Source: an optimization exercise on an open RTL-to-GDS flow (aim: small area). Production flows keep margins and buffers that such runs may drop. Only simulation tests tie the RTL to the original design; equivalence was not proved. Power figures rest on the tool's default switching activity, not on a simulated workload.

build 73:
==> flow/design.v <==
`timescale 1ns / 1ps
module main(clock_in,rst,A,B,C,D,E,F,G,anode,button,BIN2,TMP);
	input clock_in;
	input rst;
	output [3:0] anode;
	input button;
	output TMP;
	output A,B,C,D,E,F,G;
	output [3:0] BIN2;
	reg [4:0] c25;
	reg       h;
	reg [3:0] d10;
	reg [1:0] e4;
	reg [2:0] f5;
	reg [3:0] r1;
	reg [3:0] g1, g2, g3;
	reg [3:0] qn1, qn2, qn3;   
	wire [3:0] q1 = ~qn1, q2 = ~qn2, q3 = ~qn3;
	reg [4:0] s;
	wire t25   = ~c25[4] & ~c25[3] & ~c25[0];
	wire t50   = t25 & h;
	wire t500  = t50 & d10[3] & d10[1];
	wire t2000 = t500 & (e4 == 2'd3);
	wire t1hz  = t2000 & ~f5[2] & ~f5[0];
	wire L4 = ~h;       
	wire L3 = ~e4[0];   
	wire L2 = ~e4[1];   
	wire [3:0] r2 = {r1[2:0], 1'b0} - {3'b000, L2};
	wire [3:0] r3 = d10 + {1'b0, e4, 1'b0} + {e4[0] ^ ~r1[0], 3'b000};
	wire n1 = (q1 != g1);
	wire n2 = (q2 != g2);
	wire n3 = (q3 != g3);
	wire spin = n1 | n2 | n3;
	always @(posedge clock_in)
		if (rst) begin
			c25 <= 5'b00110;
			h   <= 1'b1;
			d10 <= 4'd10;
			e4  <= 2'd3;
			f5  <= 3'b000;
			r1  <= 4'd0;
		end else begin
			c25 <= {c25[3:0], c25[0] ^ c25[4] ^ (~c25[2] & c25[3])};
			if (t25) h <= ~h;
			if (t50) d10 <= (d10[3] & d10[1]) ? 4'd1 : d10 + 4'd1;
			if (t500) e4 <= e4 + 2'd1;
			if (t2000) begin
				f5 <= {f5[1:0], ~(f5[1] | f5[2])};
				r1 <= r1 + 4'd1;
			end
		end
	always @(posedge clock_in)
		if (rst) begin
			g1 <= 4'd0;
			g2 <= 4'd0;
			g3 <= 4'd0;
		end else begin
			if (button & L2) g1 <= r1;
			if (button & L3) g2 <= r2;
			if (button & L4) g3 <= r3;
		end
	always @(posedge clock_in)
		if (rst) begin
			qn1 <= 4'hf;
			qn2 <= 4'hf;
			qn3 <= 4'hf;
			s  <= 5'd0;
		end else begin
			if (s[0]) begin
				qn1 <= 4'hf;
				qn2 <= 4'hf;
				qn3 <= 4'hf;
			end else if (t1hz) begin
				if (n1) qn1 <= qn1 - 4'd1;
				if (n2) qn2 <= qn2 - 4'd1;
				if (n3) qn3 <= qn3 - 4'd1;
			end
			if (t1hz) s <= {~spin, s[4:1]};
		end
	assign TMP  = spin;
	assign BIN2 = g1;
	wire score = (g1 == g2) & (g1 == q3) & g1[0];
	reg [3:0] anode;
	reg [3:0] digit;
	always @(*)
		case (e4)
			2'd3:    begin anode = 4'b1110; digit = q1; end
			2'd0:    begin anode = 4'b1101; digit = q2; end
			2'd1:    begin anode = 4'b1011; digit = q3; end
			default: begin anode = 4'b0111; digit = {3'b000, score}; end
		endcase
	reg [6:0] seg;
	always @(*)
		case (digit)
			4'h1: seg = 7'b1111001;
			4'h2: seg = 7'b0100100;
			4'h3: seg = 7'b0110000;
			4'h4: seg = 7'b0011001;
			4'h5: seg = 7'b0010010;
			4'h6: seg = 7'b0000010;
			4'h7: seg = 7'b1111000;
			4'h8: seg = 7'b0000000;
			4'h9: seg = 7'b0010000;
			4'hA: seg = 7'b0001000;
			4'hB: seg = 7'b0000011;
			4'hC: seg = 7'b1000110;
			4'hD: seg = 7'b0100001;
			4'hE: seg = 7'b0000110;
			4'hF: seg = 7'b0001110;
			default: seg = 7'b1000000;
		endcase
	assign {G,F,E,D,C,B,A} = seg;
endmodule
Settings: LEC_CHECK=0, CAP_MARGIN=20, CORE_MARGIN=2, CORE_UTILIZATION=40, SLEW_MARGIN=20; clock period 10.0 ns.
standard.sh (not shown) runs the stock make flow with config.mk's settings and CLKGATE_MAP_FILE= SYNTH_SCRIPT=/design/flow/synth_recipe.tcl, a recipe that flattens the netlist after the stock synthesis.
==> flow/flow/run.sh <==
#!/bin/bash
# Own layout flow: the standard synthesis, its combinational logic re-mapped
# for area by ABC (flip-flops untouched; the smallest of several seeded runs
# is kept), then the standard ORFS layout steps.
set -euo pipefail
here=$(pwd)
R=$here/orfs/results/$FLOW_PLATFORM/main/base
bash standard.sh synth > standard_synth.log 2>&1
cp $R/1_2_yosys.v std_synth.v
export LIB_FILE=$FLOW_HOME/platforms/sky130hd/lib/sky130_fd_sc_hd__tt_025C_1v80.lib
export IN_NETLIST=$here/std_synth.v
export FF_CELLS=$(grep -oE "sky130_fd_sc_hd__(dfxtp|dfrtp|dfstp|dfbbp|dfrbp|edfxtp|sdf|dlx)[a-z0-9_]*" std_synth.v | sort -u | tr '\n' ' ')
mkdir -p remap
remap_one() {
  sed "s/SEED/$1/" flow/area.abc > remap/area_$1.abc
  ABC_SCRIPT=$here/remap/area_$1.abc OUT_NETLIST=$here/remap/remap_$1.v STAT_FILE=$here/remap/stat_$1.txt \
    yosys -c flow/remap.tcl > remap/remap_$1.log 2>&1 || true
}
for s in 1 2 3 4; do remap_one $s & done; wait
for s in 5 6 7 8; do remap_one $s & done; wait
best=""; bestarea=""
for s in 1 2 3 4 5 6 7 8; do
  [[ -f remap/stat_$s.txt && -f remap/remap_$s.v ]] || continue
  a=$(awk '/Chip area/ {print $NF}' remap/stat_$s.txt)
  echo "seed $s area $a" >> remap/areas.txt
  if [[ -z "$best" ]] || awk -v a=$a -v b=$bestarea 'BEGIN{exit !(a<b)}'; then best=$s; bestarea=$a; fi
done
[[ -n "$best" ]] || { echo "no remap result"; exit 1; }
echo "best seed $best area $bestarea" >> remap/areas.txt
cp remap/remap_$best.v remap.v
# same flip-flops, same names and cell types
ffs() { grep -oE "^\s*sky130_fd_sc_hd__(dfxtp|dfrtp|dfstp|dfbbp|dfrbp|edfxtp|sdf|dlx)[a-z0-9_]* +[^ ]+" "$1" | sed 's/^ *//' | sort; }
if ! diff <(ffs std_synth.v) <(ffs remap.v) > ff_diff.txt; then echo "flip-flops differ"; exit 1; fi
cp remap.v $R/1_2_yosys.v
rm -f $R/1_synth.odb $R/1_synth.sdc
export BUFFER_PORTS_ARGS="-buffer_cell sky130_fd_sc_hd__buf_1"
export CTS_ARGS="-sink_clustering_enable -repair_clock_nets -buf_list sky130_fd_sc_hd__clkbuf_16 -dont_use_dummy_load"
bash standard.sh > standard.log 2>&1
Other scripts of this flow, unchanged in this note and not shown: flow/flow/area.abc, flow/flow/remap.tcl
The inputs of build 17 differ from those of build 73 as listed below.
diff --git a/flow/flow/run.sh b/flow/flow/run.sh
--- a/flow/flow/run.sh
+++ b/flow/flow/run.sh
@@ -35,4 +35,3 @@
 rm -f $R/1_synth.odb $R/1_synth.sdc
 export BUFFER_PORTS_ARGS="-buffer_cell sky130_fd_sc_hd__buf_1"
-export CTS_ARGS="-sink_clustering_enable -repair_clock_nets -buf_list sky130_fd_sc_hd__clkbuf_16 -dont_use_dummy_load"
 bash standard.sh > standard.log 2>&1
Notes after the runs:
- Taking build 17 over build 73, the power ratio works out to 0.929.
- The setup slack of build 17 is larger than that of build 73.
- The power density over the cells of build 17 falls short of that of build 73 by 11 mW/mm².
- Looking at combinational fraction of design power, build 17 sits 1.1 points above build 73.
- Relative to build 73, build 17 improves final non-filler cell area.
- Summary of build 17 over build 73: number of global-route vias before repair rose about 1%; global-route usage stayed essentially flat; met2 capacity usage during global routing higher.
- Looking at design internal power, build 17 sits 8.7% below build 73.
- Re hold slack: build 17 and build 73 aren't equal, and the higher value belongs to build 17.
The inputs of build 20 differ from those of build 17 as listed below.
diff --git a/flow/flow/run.sh b/flow/flow/run.sh
--- a/flow/flow/run.sh
+++ b/flow/flow/run.sh
@@ -35,3 +35,4 @@
 rm -f $R/1_synth.odb $R/1_synth.sdc
 export BUFFER_PORTS_ARGS="-buffer_cell sky130_fd_sc_hd__buf_1"
+export CTS_ARGS="-sink_clustering_enable -repair_clock_nets -buf_list sky130_fd_sc_hd__clkbuf_8 -dont_use_dummy_load"
 bash standard.sh > standard.log 2>&1
Results
In summary, build 20 completed successfully, with a layout that passed the timing, DRC and antenna checks. Compare build 17 and build 20 | sequential cell area share lower: build 17. Final period utilization delta (build 17 -> build 20): insignificant. Maximum frequency delta (build 20 -> build 17): insignificant. Build 20 and build 17 ended up with roughly the same stage delay of the slowest cell on the critical path. From build 17 to build 20, residual overflow from global routing did not move at all. The wire length of build 20 exceeds that of build 17 by about 0.36%. Build 17 -> build 20: die area delta 0, exact match. On minimum clock period, build 17 and build 20 are basically level. Build 20: final-layout clock buffer total 2 below build 17. Overall power consumption on build 20 is ahead of build 17. On worst hold slack after final layout, build 17 and build 20 are neck and neck.

## what the ideal ports hide
The results above use ideal ports. As a check the final layouts listed here were re-extracted and re-timed, cells and wires unchanged. Step 1 (the two cells are an assumption about what drives the block):
set clk [get_ports {clock_in}]
set_driving_cell -lib_cell sky130_fd_sc_hd__clkbuf_16 $clk
set_driving_cell -lib_cell sky130_fd_sc_hd__buf_2 [delete_from_list [all_inputs] $clk]
Step 2, shift: input delay + t, output delay - t, t = (earliest + latest rising clock arrival at the registers) / 2. This alone moves slack from input paths to output paths. Three values: ideal, step 1, step 2; two values: the first two.
run	shift t [ns]	slack for setup (ns)	worst hold slack (ns)
build 73	0.315	5.012 / 4.980 / 5.295	0.413 / 0.413 / 0.413
build 17	0.322	5.022 / 4.995 / 5.317	0.419 / 0.419 / 0.419
build 20	0.315	5.024 / 4.997 / 5.312	0.419 / 0.419 / 0.419
After both steps setup and hold are still met in every run listed.
